This is an optimization exercise on Yosys and OpenROAD, whose aim is small area and a short achievable clock period, not a production implementation.
In this exercise RTL edits were held to simulation tests only and were not proved equivalent to the original.
The clock port is modelled as an ideal driver, which makes a skipped or thinned clock tree look cheaper than it is; a real chip needs a root buffer or a tree.
No activity file was given, so power comes from the tool's default toggle rates.

==> wip/maple: inputs <==
## LOG2_FIXED_POINT
module LOG2_FIXED_POINT
          (i_CLK,
           i_RSTn,
           i_VALID,
           i_DATA_VALID,
           i_DATA,
           o_VALID,
           o_LOG2_VALID,
           o_LOG2);
Settings: LEC_CHECK=0, CAP_MARGIN=20, CORE_MARGIN=2, CORE_UTILIZATION=20, SETUP_SLACK_MARGIN=1.4, SLEW_MARGIN=20; clock period 4.0 ns.
standard.sh (not shown) runs the stock make flow with config.mk's settings and CLKGATE_MAP_FILE= SYNTH_SCRIPT=/design/flow/synth_recipe.tcl, a recipe that flattens the netlist after the stock synthesis.
==> flow/flow/run.sh <==
#!/bin/bash
# Own layout flow. Synthesis: LOG2_NORM is taken as the cell netlist in
# flow/norm_cells.v (the same function as rtl/CLZ.v), LOG2_TABLE is mapped by
# ABC for speed, then the design is flattened. Layout: the standard ORFS
# flow from that netlist, with minimum-size port buffers and a small clock tree.
set -euo pipefail
here=$(pwd)
YOSYS=$FLOW_HOME/../tools/install/yosys/bin/yosys
LIB=$FLOW_HOME/platforms/sky130hd/lib/sky130_fd_sc_hd__tt_025C_1v80.lib
DU="-dont_use *probe* -dont_use *lpflow* -dont_use *clkdly* -dont_use *dlygate* -dont_use *dlymetal*"
mkdir -p syn
# The standard synthesis, run only for the names it gives the flip-flops:
# ours are renamed to match (flow/regnames.py), pairing them by their Q nets.
sed "s#$here/orfs#$here/refsyn#g" standard.sh > refsyn.sh
bash refsyn.sh synth > refsyn.log 2>&1
REF=$here/refsyn/results/sky130hd/LOG2_FIXED_POINT/base/1_2_yosys.v
cat > syn/synth.ys <<EOS
read_liberty -lib $LIB
read_verilog -defer $FLOW_DESIGN
read_verilog -defer -overwrite $here/flow/norm_cells.v
hierarchy -check -top $FLOW_TOP
synth -nofsm -noshare -top $FLOW_TOP
opt -purge
dfflibmap -liberty $LIB $DU
opt
abc -script $here/flow/table.abc -liberty $LIB $DU LOG2_TABLE
abc -script $here/flow/top.abc -liberty $LIB $DU $FLOW_TOP
flatten
setundef -zero
splitnets
opt_clean -purge
hilomap -singleton -hicell sky130_fd_sc_hd__conb_1 HI -locell sky130_fd_sc_hd__conb_1 LO
insbuf -buf sky130_fd_sc_hd__buf_1 A X
rename -hide w:*\$func\$*
check -assert -mapped
tee -o $here/syn/stat.txt stat -liberty $LIB
write_verilog -noattr -nohex -nodec $here/syn/netlist.v
EOS
$YOSYS -l syn/yosys.log -q syn/synth.ys > /dev/null
python3 flow/regnames.py $REF syn/netlist.v syn/netlist_named.v > syn/regnames.log
CK=sky130_fd_sc_hd__clkbuf_4
bash standard.sh SYNTH_NETLIST_FILES=$here/syn/netlist_named.v \
  "BUFFER_PORTS_ARGS=-buffer_cell sky130_fd_sc_hd__buf_1" \
  "CTS_ARGS=-sink_clustering_enable -repair_clock_nets -buf_list $CK -root_buf $CK -sink_clustering_size 30 -sink_clustering_max_diameter 300 -dont_use_dummy_load" \
  POST_CTS_TCL=$here/flow/post_cts.tcl \
  finish > standard.log 2>&1
==> flow/flow/norm_cells.v <==
// Generated by gen/gen_norm.py: LOG2_NORM as sky130_fd_sc_hd cells.
module LOG2_NORM (x, mn, ip);
  input  [15:0] x;
  output [4:0]  mn;
  output [4:0]  ip;
  wire a1, a2, a3, c3, h1, h2, h3, l1, l2, l3, ma0, ma1, ma2, ma3, ma4, mb0, mb1, mb2, mb3, mb4, p2, p3, s0, s1, s2, s3, t0, t1, t2, w12, w13, w14, w15, wa12, wa13, wa14, wa15, wb12, wb13, wb14, wb15, wn10, wn11, wn12, wn13, wn14, wn7, wn8, wn9, z0, za1, za2, za3;
  sky130_fd_sc_hd__nor2_1 u_h3 (.A(x[15]), .B(x[14]), .Y(h3));
  sky130_fd_sc_hd__nor2_1 u_l3 (.A(x[13]), .B(x[12]), .Y(l3));
  sky130_fd_sc_hd__nand2_1 u_a3 (.A(h3), .B(l3), .Y(a3));
  sky130_fd_sc_hd__nor2_1 u_h2 (.A(x[11]), .B(x[10]), .Y(h2));
  sky130_fd_sc_hd__nor2_1 u_l2 (.A(x[9]), .B(x[8]), .Y(l2));
  sky130_fd_sc_hd__nand2_1 u_a2 (.A(h2), .B(l2), .Y(a2));
  sky130_fd_sc_hd__nor2_1 u_h1 (.A(x[7]), .B(x[6]), .Y(h1));
  sky130_fd_sc_hd__nor2_1 u_l1 (.A(x[5]), .B(x[4]), .Y(l1));
  sky130_fd_sc_hd__nand2_1 u_a1 (.A(h1), .B(l1), .Y(a1));
  sky130_fd_sc_hd__nor4_1 u_z0 (.A(x[3]), .B(x[2]), .C(x[1]), .D(x[0]), .Y(z0));
  sky130_fd_sc_hd__and2_0 u_za3 (.A(h3), .B(l3), .X(za3));
  sky130_fd_sc_hd__and2_0 u_za2 (.A(h2), .B(l2), .X(za2));
  sky130_fd_sc_hd__and2_0 u_za1 (.A(h1), .B(l1), .X(za1));
  sky130_fd_sc_hd__buf_1 u_s3 (.A(a3), .X(s3));
  sky130_fd_sc_hd__and2_0 u_s2 (.A(za3), .B(a2), .X(s2));
  sky130_fd_sc_hd__and3_1 u_s1 (.A(za3), .B(za2), .C(a1), .X(s1));
  sky130_fd_sc_hd__and3_1 u_s0 (.A(za3), .B(za2), .C(za1), .X(s0));
  sky130_fd_sc_hd__or2_0 u_p3 (.A(a3), .B(a2), .X(p3));
  sky130_fd_sc_hd__or2_0 u_p2 (.A(a3), .B(s1), .X(p2));
  sky130_fd_sc_hd__a22oi_1 u_wa15 (.A1(s3), .A2(x[15]), .B1(s2), .B2(x[11]), .Y(wa15));
  sky130_fd_sc_hd__a22oi_1 u_wb15 (.A1(s1), .A2(x[7]), .B1(s0), .B2(x[3]), .Y(wb15));
  sky130_fd_sc_hd__nand2_1 u_w15 (.A(wa15), .B(wb15), .Y(w15));
  sky130_fd_sc_hd__a22oi_1 u_wa14 (.A1(s3), .A2(x[14]), .B1(s2), .B2(x[10]), .Y(wa14));
  sky130_fd_sc_hd__a22oi_1 u_wb14 (.A1(s1), .A2(x[6]), .B1(s0), .B2(x[2]), .Y(wb14));
  sky130_fd_sc_hd__nand2_1 u_w14 (.A(wa14), .B(wb14), .Y(w14));
  sky130_fd_sc_hd__a22oi_1 u_wa13 (.A1(s3), .A2(x[13]), .B1(s2), .B2(x[9]), .Y(wa13));
  sky130_fd_sc_hd__a22oi_1 u_wb13 (.A1(s1), .A2(x[5]), .B1(s0), .B2(x[1]), .Y(wb13));
  sky130_fd_sc_hd__nand2_1 u_w13 (.A(wa13), .B(wb13), .Y(w13));
  sky130_fd_sc_hd__a22oi_1 u_wa12 (.A1(s3), .A2(x[12]), .B1(s2), .B2(x[8]), .Y(wa12));
  sky130_fd_sc_hd__a22oi_1 u_wb12 (.A1(s1), .A2(x[4]), .B1(s0), .B2(x[0]), .Y(wb12));
  sky130_fd_sc_hd__nand2_1 u_w12 (.A(wa12), .B(wb12), .Y(w12));
  sky130_fd_sc_hd__a222oi_1 u_wn11 (.A1(s3), .A2(x[11]), .B1(s2), .B2(x[7]), .C1(s1), .C2(x[3]), .Y(wn11));
  sky130_fd_sc_hd__a222oi_1 u_wn10 (.A1(s3), .A2(x[10]), .B1(s2), .B2(x[6]), .C1(s1), .C2(x[2]), .Y(wn10));
  sky130_fd_sc_hd__a222oi_1 u_wn9 (.A1(s3), .A2(x[9]), .B1(s2), .B2(x[5]), .C1(s1), .C2(x[1]), .Y(wn9));
  sky130_fd_sc_hd__a222oi_1 u_wn8 (.A1(s3), .A2(x[8]), .B1(s2), .B2(x[4]), .C1(s1), .C2(x[0]), .Y(wn8));
  sky130_fd_sc_hd__a22oi_1 u_wn7 (.A1(s3), .A2(x[7]), .B1(s2), .B2(x[3]), .Y(wn7));
  sky130_fd_sc_hd__inv_1 u_wn14 (.A(w14), .Y(wn14));
  sky130_fd_sc_hd__inv_1 u_wn13 (.A(w13), .Y(wn13));
  sky130_fd_sc_hd__inv_1 u_wn12 (.A(w12), .Y(wn12));
  sky130_fd_sc_hd__and2b_1 u_t2 (.A_N(w15), .B(w14), .X(t2));
  sky130_fd_sc_hd__and3b_1 u_t1 (.A_N(w15), .B(wn14), .C(w13), .X(t1));
  sky130_fd_sc_hd__and3b_1 u_t0 (.A_N(w15), .B(wn14), .C(wn13), .X(t0));
  sky130_fd_sc_hd__a22oi_1 u_ma4 (.A1(w15), .A2(wn14), .B1(t2), .B2(wn13), .Y(ma4));
  sky130_fd_sc_hd__a22oi_1 u_mb4 (.A1(t1), .A2(wn12), .B1(t0), .B2(wn11), .Y(mb4));
  sky130_fd_sc_hd__nand2_1 u_mn4 (.A(ma4), .B(mb4), .Y(mn[4]));
  sky130_fd_sc_hd__a22oi_1 u_ma3 (.A1(w15), .A2(wn13), .B1(t2), .B2(wn12), .Y(ma3));
  sky130_fd_sc_hd__a22oi_1 u_mb3 (.A1(t1), .A2(wn11), .B1(t0), .B2(wn10), .Y(mb3));
  sky130_fd_sc_hd__nand2_1 u_mn3 (.A(ma3), .B(mb3), .Y(mn[3]));
  sky130_fd_sc_hd__a22oi_1 u_ma2 (.A1(w15), .A2(wn12), .B1(t2), .B2(wn11), .Y(ma2));
  sky130_fd_sc_hd__a22oi_1 u_mb2 (.A1(t1), .A2(wn10), .B1(t0), .B2(wn9), .Y(mb2));
  sky130_fd_sc_hd__nand2_1 u_mn2 (.A(ma2), .B(mb2), .Y(mn[2]));
  sky130_fd_sc_hd__a22oi_1 u_ma1 (.A1(w15), .A2(wn11), .B1(t2), .B2(wn10), .Y(ma1));
  sky130_fd_sc_hd__a22oi_1 u_mb1 (.A1(t1), .A2(wn9), .B1(t0), .B2(wn8), .Y(mb1));
  sky130_fd_sc_hd__nand2_1 u_mn1 (.A(ma1), .B(mb1), .Y(mn[1]));
  sky130_fd_sc_hd__a22oi_1 u_ma0 (.A1(w15), .A2(wn10), .B1(t2), .B2(wn9), .Y(ma0));
  sky130_fd_sc_hd__a22oi_1 u_mb0 (.A1(t1), .A2(wn8), .B1(t0), .B2(wn7), .Y(mb0));
  sky130_fd_sc_hd__nand2_1 u_mn0 (.A(ma0), .B(mb0), .Y(mn[0]));
  sky130_fd_sc_hd__and2_0 u_c3 (.A(p2), .B(w15), .X(c3));
  sky130_fd_sc_hd__nor2_1 u_ip4 (.A(p3), .B(c3), .Y(ip[4]));
  sky130_fd_sc_hd__xnor2_1 u_ip3 (.A(p3), .B(c3), .Y(ip[3]));
  sky130_fd_sc_hd__xor2_1 u_ip2 (.A(p2), .B(w15), .X(ip[2]));
  sky130_fd_sc_hd__nor2_1 u_ip1 (.A(w15), .B(t0), .Y(ip[1]));
  sky130_fd_sc_hd__a211oi_1 u_ip0 (.A1(s0), .A2(z0), .B1(w15), .C1(t1), .Y(ip[0]));
endmodule
==> flow/flow/table.abc <==
strash; dch -f; map -D 400; topo; buffer -p; upsize -D 400; dnsize -D 400; topo
Other scripts of this flow, unchanged in this note and not shown: flow/flow/post_cts.tcl, flow/flow/regnames.py, flow/flow/top.abc
==> wip/juniper (differences from wip/maple) <==
--- a/flow/flow/run.sh
+++ b/flow/flow/run.sh
@@ -42,5 +42,5 @@
 bash standard.sh SYNTH_NETLIST_FILES=$here/syn/netlist_named.v \
   "BUFFER_PORTS_ARGS=-buffer_cell sky130_fd_sc_hd__buf_1" \
-  "CTS_ARGS=-sink_clustering_enable -repair_clock_nets -buf_list $CK -root_buf $CK -sink_clustering_size 30 -sink_clustering_max_diameter 300 -dont_use_dummy_load" \
+  "CTS_ARGS=-sink_clustering_enable -repair_clock_nets -buf_list $CK -root_buf sky130_fd_sc_hd__clkbuf_8 -sink_clustering_size 30 -sink_clustering_max_diameter 300 -dont_use_dummy_load" \
   POST_CTS_TCL=$here/flow/post_cts.tcl \
   finish > standard.log 2>&1
Settings changed: SETUP_SLACK_MARGIN 1.4 to 1.6.
==> wip/zinc (differences from wip/maple) <==
--- a/flow/flow/run.sh
+++ b/flow/flow/run.sh
@@ -24,5 +24,5 @@
 dfflibmap -liberty $LIB $DU
 opt
-abc -script $here/flow/table.abc -liberty $LIB $DU LOG2_TABLE
+abc -script $here/flow/table.abc -constr $here/flow/table.constr -liberty $LIB $DU LOG2_TABLE
 abc -script $here/flow/top.abc -liberty $LIB $DU $FLOW_TOP
 flatten
@@ -42,5 +42,5 @@
 bash standard.sh SYNTH_NETLIST_FILES=$here/syn/netlist_named.v \
   "BUFFER_PORTS_ARGS=-buffer_cell sky130_fd_sc_hd__buf_1" \
-  "CTS_ARGS=-sink_clustering_enable -repair_clock_nets -buf_list $CK -root_buf $CK -sink_clustering_size 30 -sink_clustering_max_diameter 300 -dont_use_dummy_load" \
+  "CTS_ARGS=-sink_clustering_enable -repair_clock_nets -buf_list $CK -root_buf sky130_fd_sc_hd__clkbuf_8 -sink_clustering_size 30 -sink_clustering_max_diameter 300 -dont_use_dummy_load" \
   POST_CTS_TCL=$here/flow/post_cts.tcl \
   finish > standard.log 2>&1
--- a/flow/flow/norm_cells.v
+++ b/flow/flow/norm_cells.v
@@ -4,5 +4,5 @@
   output [4:0]  mn;
   output [4:0]  ip;
-  wire a1, a2, a3, c3, h1, h2, h3, l1, l2, l3, ma0, ma1, ma2, ma3, ma4, mb0, mb1, mb2, mb3, mb4, p2, p3, s0, s1, s2, s3, t0, t1, t2, w12, w13, w14, w15, wa12, wa13, wa14, wa15, wb12, wb13, wb14, wb15, wn10, wn11, wn12, wn13, wn14, wn7, wn8, wn9, z0, za1, za2, za3;
+  wire a1, a2, a3, c3, h1, h2, h3, l1, l2, l3, ma0, ma1, ma2, ma3, ma4, mb0, mb1, mb2, mb3, mb4, p2, p3, s0, s1, s2, s3, t0, t1, t2, w12, w13, w14, w15, w15n, wa12, wa13, wa14, wa15, wb12, wb13, wb14, wb15, wn10, wn11, wn12, wn13, wn14, wn7, wn8, wn9, z0, za1, za2, za3;
   sky130_fd_sc_hd__nor2_1 u_h3 (.A(x[15]), .B(x[14]), .Y(h3));
   sky130_fd_sc_hd__nor2_1 u_l3 (.A(x[13]), .B(x[12]), .Y(l3));
@@ -15,16 +15,16 @@
   sky130_fd_sc_hd__nand2_1 u_a1 (.A(h1), .B(l1), .Y(a1));
   sky130_fd_sc_hd__nor4_1 u_z0 (.A(x[3]), .B(x[2]), .C(x[1]), .D(x[0]), .Y(z0));
-  sky130_fd_sc_hd__and2_0 u_za3 (.A(h3), .B(l3), .X(za3));
-  sky130_fd_sc_hd__and2_0 u_za2 (.A(h2), .B(l2), .X(za2));
-  sky130_fd_sc_hd__and2_0 u_za1 (.A(h1), .B(l1), .X(za1));
-  sky130_fd_sc_hd__buf_1 u_s3 (.A(a3), .X(s3));
-  sky130_fd_sc_hd__and2_0 u_s2 (.A(za3), .B(a2), .X(s2));
-  sky130_fd_sc_hd__and3_1 u_s1 (.A(za3), .B(za2), .C(a1), .X(s1));
-  sky130_fd_sc_hd__and3_1 u_s0 (.A(za3), .B(za2), .C(za1), .X(s0));
+  sky130_fd_sc_hd__and2_1 u_za3 (.A(h3), .B(l3), .X(za3));
+  sky130_fd_sc_hd__and2_1 u_za2 (.A(h2), .B(l2), .X(za2));
+  sky130_fd_sc_hd__and2_1 u_za1 (.A(h1), .B(l1), .X(za1));
+  sky130_fd_sc_hd__buf_2 u_s3 (.A(a3), .X(s3));
+  sky130_fd_sc_hd__and3_2 u_s2 (.A(h3), .B(l3), .C(a2), .X(s2));
+  sky130_fd_sc_hd__and3_2 u_s1 (.A(za3), .B(za2), .C(a1), .X(s1));
+  sky130_fd_sc_hd__and3_2 u_s0 (.A(za3), .B(za2), .C(za1), .X(s0));
   sky130_fd_sc_hd__or2_0 u_p3 (.A(a3), .B(a2), .X(p3));
   sky130_fd_sc_hd__or2_0 u_p2 (.A(a3), .B(s1), .X(p2));
   sky130_fd_sc_hd__a22oi_1 u_wa15 (.A1(s3), .A2(x[15]), .B1(s2), .B2(x[11]), .Y(wa15));
   sky130_fd_sc_hd__a22oi_1 u_wb15 (.A1(s1), .A2(x[7]), .B1(s0), .B2(x[3]), .Y(wb15));
-  sky130_fd_sc_hd__nand2_1 u_w15 (.A(wa15), .B(wb15), .Y(w15));
+  sky130_fd_sc_hd__nand2_2 u_w15 (.A(wa15), .B(wb15), .Y(w15));
   sky130_fd_sc_hd__a22oi_1 u_wa14 (.A1(s3), .A2(x[14]), .B1(s2), .B2(x[10]), .Y(wa14));
   sky130_fd_sc_hd__a22oi_1 u_wb14 (.A1(s1), .A2(x[6]), .B1(s0), .B2(x[2]), .Y(wb14));
@@ -36,4 +36,5 @@
   sky130_fd_sc_hd__a22oi_1 u_wb12 (.A1(s1), .A2(x[4]), .B1(s0), .B2(x[0]), .Y(wb12));
   sky130_fd_sc_hd__nand2_1 u_w12 (.A(wa12), .B(wb12), .Y(w12));
+  sky130_fd_sc_hd__and2_1 u_w15n (.A(wa15), .B(wb15), .X(w15n));
   sky130_fd_sc_hd__a222oi_1 u_wn11 (.A1(s3), .A2(x[11]), .B1(s2), .B2(x[7]), .C1(s1), .C2(x[3]), .Y(wn11));
   sky130_fd_sc_hd__a222oi_1 u_wn10 (.A1(s3), .A2(x[10]), .B1(s2), .B2(x[6]), .C1(s1), .C2(x[2]), .Y(wn10));
@@ -44,7 +45,7 @@
   sky130_fd_sc_hd__inv_1 u_wn13 (.A(w13), .Y(wn13));
   sky130_fd_sc_hd__inv_1 u_wn12 (.A(w12), .Y(wn12));
-  sky130_fd_sc_hd__and2b_1 u_t2 (.A_N(w15), .B(w14), .X(t2));
-  sky130_fd_sc_hd__and3b_1 u_t1 (.A_N(w15), .B(wn14), .C(w13), .X(t1));
-  sky130_fd_sc_hd__and3b_1 u_t0 (.A_N(w15), .B(wn14), .C(wn13), .X(t0));
+  sky130_fd_sc_hd__and2_2 u_t2 (.A(w15n), .B(w14), .X(t2));
+  sky130_fd_sc_hd__and3_2 u_t1 (.A(w15n), .B(wn14), .C(w13), .X(t1));
+  sky130_fd_sc_hd__and3_2 u_t0 (.A(w15n), .B(wn14), .C(wn13), .X(t0));
   sky130_fd_sc_hd__a22oi_1 u_ma4 (.A1(w15), .A2(wn14), .B1(t2), .B2(wn13), .Y(ma4));
   sky130_fd_sc_hd__a22oi_1 u_mb4 (.A1(t1), .A2(wn12), .B1(t0), .B2(wn11), .Y(mb4));
==> flow/flow/table.abc (replaced) <==
strash; dc2; dch -f; map -D 1000; topo; buffer -p; upsize -D 1000; dnsize -D 1000; topo
==> flow/flow/table.constr (new file) <==
set_driving_cell sky130_fd_sc_hd__buf_1
set_load 0.004
Settings changed: CORE_UTILIZATION 20 to 50.
==> wip/violet (differences from wip/maple) <==
--- a/flow/flow/run.sh
+++ b/flow/flow/run.sh
@@ -24,5 +24,5 @@
 dfflibmap -liberty $LIB $DU
 opt
-abc -script $here/flow/table.abc -liberty $LIB $DU LOG2_TABLE
+abc -script $here/flow/table.abc -constr $here/flow/table.constr -liberty $LIB $DU LOG2_TABLE
 abc -script $here/flow/top.abc -liberty $LIB $DU $FLOW_TOP
 flatten
@@ -42,5 +42,5 @@
 bash standard.sh SYNTH_NETLIST_FILES=$here/syn/netlist_named.v \
   "BUFFER_PORTS_ARGS=-buffer_cell sky130_fd_sc_hd__buf_1" \
-  "CTS_ARGS=-sink_clustering_enable -repair_clock_nets -buf_list $CK -root_buf $CK -sink_clustering_size 30 -sink_clustering_max_diameter 300 -dont_use_dummy_load" \
+  "CTS_ARGS=-sink_clustering_enable -repair_clock_nets -buf_list $CK -root_buf sky130_fd_sc_hd__clkbuf_8 -sink_clustering_size 30 -sink_clustering_max_diameter 300 -dont_use_dummy_load" \
   POST_CTS_TCL=$here/flow/post_cts.tcl \
   finish > standard.log 2>&1
--- a/flow/flow/norm_cells.v
+++ b/flow/flow/norm_cells.v
@@ -4,5 +4,5 @@
   output [4:0]  mn;
   output [4:0]  ip;
-  wire a1, a2, a3, c3, h1, h2, h3, l1, l2, l3, ma0, ma1, ma2, ma3, ma4, mb0, mb1, mb2, mb3, mb4, p2, p3, s0, s1, s2, s3, t0, t1, t2, w12, w13, w14, w15, wa12, wa13, wa14, wa15, wb12, wb13, wb14, wb15, wn10, wn11, wn12, wn13, wn14, wn7, wn8, wn9, z0, za1, za2, za3;
+  wire a1, a2, a3, c3, h1, h2, h3, l1, l2, l3, ma0, ma1, ma2, ma3, ma4, mb0, mb1, mb2, mb3, mb4, p2, p3, s0, s1, s2, s3, t0, t1, t2, w12, w13, w14, w15, w15b, wa12, wa13, wa14, wa15, wb12, wb13, wb14, wb15, wn10, wn11, wn12, wn13, wn14, wn7, wn8, wn9, z0, za1, za2, za3;
   sky130_fd_sc_hd__nor2_1 u_h3 (.A(x[15]), .B(x[14]), .Y(h3));
   sky130_fd_sc_hd__nor2_1 u_l3 (.A(x[13]), .B(x[12]), .Y(l3));
@@ -15,9 +15,9 @@
   sky130_fd_sc_hd__nand2_1 u_a1 (.A(h1), .B(l1), .Y(a1));
   sky130_fd_sc_hd__nor4_1 u_z0 (.A(x[3]), .B(x[2]), .C(x[1]), .D(x[0]), .Y(z0));
-  sky130_fd_sc_hd__and2_0 u_za3 (.A(h3), .B(l3), .X(za3));
-  sky130_fd_sc_hd__and2_0 u_za2 (.A(h2), .B(l2), .X(za2));
-  sky130_fd_sc_hd__and2_0 u_za1 (.A(h1), .B(l1), .X(za1));
+  sky130_fd_sc_hd__and2_1 u_za3 (.A(h3), .B(l3), .X(za3));
+  sky130_fd_sc_hd__and2_1 u_za2 (.A(h2), .B(l2), .X(za2));
+  sky130_fd_sc_hd__and2_1 u_za1 (.A(h1), .B(l1), .X(za1));
   sky130_fd_sc_hd__buf_1 u_s3 (.A(a3), .X(s3));
-  sky130_fd_sc_hd__and2_0 u_s2 (.A(za3), .B(a2), .X(s2));
+  sky130_fd_sc_hd__and3_1 u_s2 (.A(h3), .B(l3), .C(a2), .X(s2));
   sky130_fd_sc_hd__and3_1 u_s1 (.A(za3), .B(za2), .C(a1), .X(s1));
   sky130_fd_sc_hd__and3_1 u_s0 (.A(za3), .B(za2), .C(za1), .X(s0));
@@ -36,4 +36,5 @@
   sky130_fd_sc_hd__a22oi_1 u_wb12 (.A1(s1), .A2(x[4]), .B1(s0), .B2(x[0]), .Y(wb12));
   sky130_fd_sc_hd__nand2_1 u_w12 (.A(wa12), .B(wb12), .Y(w12));
+  sky130_fd_sc_hd__nand2_1 u_w15b (.A(wa15), .B(wb15), .Y(w15b));
   sky130_fd_sc_hd__a222oi_1 u_wn11 (.A1(s3), .A2(x[11]), .B1(s2), .B2(x[7]), .C1(s1), .C2(x[3]), .Y(wn11));
   sky130_fd_sc_hd__a222oi_1 u_wn10 (.A1(s3), .A2(x[10]), .B1(s2), .B2(x[6]), .C1(s1), .C2(x[2]), .Y(wn10));
@@ -62,9 +63,9 @@
   sky130_fd_sc_hd__a22oi_1 u_mb0 (.A1(t1), .A2(wn8), .B1(t0), .B2(wn7), .Y(mb0));
   sky130_fd_sc_hd__nand2_1 u_mn0 (.A(ma0), .B(mb0), .Y(mn[0]));
-  sky130_fd_sc_hd__and2_0 u_c3 (.A(p2), .B(w15), .X(c3));
+  sky130_fd_sc_hd__and2_0 u_c3 (.A(p2), .B(w15b), .X(c3));
   sky130_fd_sc_hd__nor2_1 u_ip4 (.A(p3), .B(c3), .Y(ip[4]));
   sky130_fd_sc_hd__xnor2_1 u_ip3 (.A(p3), .B(c3), .Y(ip[3]));
-  sky130_fd_sc_hd__xor2_1 u_ip2 (.A(p2), .B(w15), .X(ip[2]));
-  sky130_fd_sc_hd__nor2_1 u_ip1 (.A(w15), .B(t0), .Y(ip[1]));
-  sky130_fd_sc_hd__a211oi_1 u_ip0 (.A1(s0), .A2(z0), .B1(w15), .C1(t1), .Y(ip[0]));
+  sky130_fd_sc_hd__xor2_1 u_ip2 (.A(p2), .B(w15b), .X(ip[2]));
+  sky130_fd_sc_hd__nor2_1 u_ip1 (.A(w15b), .B(t0), .Y(ip[1]));
+  sky130_fd_sc_hd__a211oi_1 u_ip0 (.A1(s0), .A2(z0), .B1(w15b), .C1(t1), .Y(ip[0]));
 endmodule
==> flow/flow/table.abc (replaced) <==
strash; dch -f; map -D 600; topo; buffer -p; upsize -D 600; dnsize -D 600; topo
==> flow/flow/table.constr (new file) <==
set_driving_cell sky130_fd_sc_hd__buf_1
set_load 0.004
Settings changed: SETUP_SLACK_MARGIN 1.4 to 1.5.
==> run notes <==
The flow ran to the end and the layout has no timing, DRC or antenna violations. The first TritonRoute pass finished after 5 iterations. The width of the chip came out at 50.6 um. After detailed placement, the total cell area comes to ~0.0012 mm2. The global-route met1 utilization is 0.292. The switching share of total power is 0.390. The arrival time at the worst endpoint came out at ~1.7 ns. The half-perimeter wire length after detailed placement is about 2000 um. The worst slack after detailed placement came out at between 1.5 and 2 ns. Using the TritonRoute via totals, the vias-per-cell ratio works out to approximately 6. The power dissipated in sequential cells is about 150 uW.

The fraction of final cell area spent on non-clock buffers in this run is 0.123. The relative slew slack is 0.566. Of the cells placed in the final design, the portion with a size suffix greater than 1 is 0.0562. Along the worst path, the maximum fanout reaches 7. The post-synthesis area per instance came out at slightly above 7 um2. The layout has 191 filler cells.
[end of results for wip/zinc]
==> run notes <==
The flow ran to the end and the layout has no timing, DRC or antenna violations. Measured on the final layout, buffering overhead outside the clock network stands at 0.117. Power attributed to sequential cells is 159 uW. The relative slew slack is 0.576. Measured along the x axis, the die boundary spans slightly below 80 um. In this run the worst path has a maximum fanout of 12. The via density per instance came out at ~4.9. The global-route met1 utilization came out at 0.129. The post-detailed-placement cell area came out at roughly 0.0013 mm2. For this run, the slowest stage of the critical path takes approximately 0.28 ns. In the final layout, the share of cells above drive strength 1 is 0.0380. Timing analysis after detailed placement gives a worst setup slack of between 1 and 1.5 ns. The arrival time at the worst endpoint came out at approximately 2.4 ns. For this run, the detailed router's first-pass iteration total came to 5. After legalization and detailed placement, the total HPWL measured roughly 2200 um.
[end of results for wip/maple]
==> run notes <==
The run finished with no timing, DRC or antenna violations. The number of detailed-route iterations in the first pass came out at 5. The relative slew slack came out at 0.529.

The depth of the most critical reg-to-reg path is 1. The half-perimeter wire length after detailed placement is around 2200 um. The width of the chip is slightly below 80 um. The power dissipated in sequential cells came out at about 160 uW.

The global-route met1 utilization came out at 0.141. The via density per instance is a little under 5. The share of layout cells above drive strength 1 is 0.141. The arrival time at the worst endpoint came out at ~2.2 ns.

Of all nets on the critical path, the largest fanout is 6. The post-synthesis area per instance came out at just under 7 um2. Summing all placed instances gives a cell area of 0.00128 mm2.

The switching share of total power came out at 0.399.
[end of results for wip/juniper]
==> run notes <==
The run finished with no timing, DRC or antenna violations. In the final layout, the share of cells above drive strength 1 is 0.127. After detailed routing, the number of vias per cell comes to a little under 5. The width of the chip came out at 78.5 um. The half-perimeter wire length after detailed placement is ~2200 um. After synthesis, the mean cell area works out to 7.02 um2. Data arrives at the worst endpoint at ~2.3 ns.

The number of detailed-route iterations in the first pass came out at 4. The final-layout non-clock buffer area share came out at 0.124. The largest driver fanout on the critical path came out at 9.
[end of results for wip/violet]

==> separate check: timing with driven ports <==
Ports are ideal in the flow. The routed layouts listed here were re-timed in OpenROAD. Step 1 sets driving cells, clkbuf_16 on the clock port and buf_2 on the other inputs (assumed; they add their load-dependent delay and slew). Step 2 adds t to the input delays and takes it off the output delays; t is the mean of the earliest and latest rising clock arrival at the registers after step 1. Input paths then give back, and output paths get back, about the clock's delay inside the block. Slacks: ideal ports / drivers / drivers and shift; pairs: ideal ports / drivers.
| run | t, ns | slack for setup (ns) | latest minus earliest clock arrival (ns) |
|---|---|---|---|
| wip/maple | 0.195 | 1.578 / 1.562 / 1.385 | 0.002 / 0.001 |
| wip/juniper | 0.157 | 1.667 / 1.670 / 1.513 | 0.001 / 0.000 |
| wip/zinc | 0.155 | 1.496 / 1.474 / 1.465 | 0.001 / 0.000 |
| wip/violet | 0.149 | 1.622 / 1.624 / 1.475 | 0.000 / 0.000 |
After both steps setup and hold are still met in every run listed. For wip/maple, which loses most, drivers alone change the setup slack by -0.016 ns; drivers and shift together by -0.193 ns.
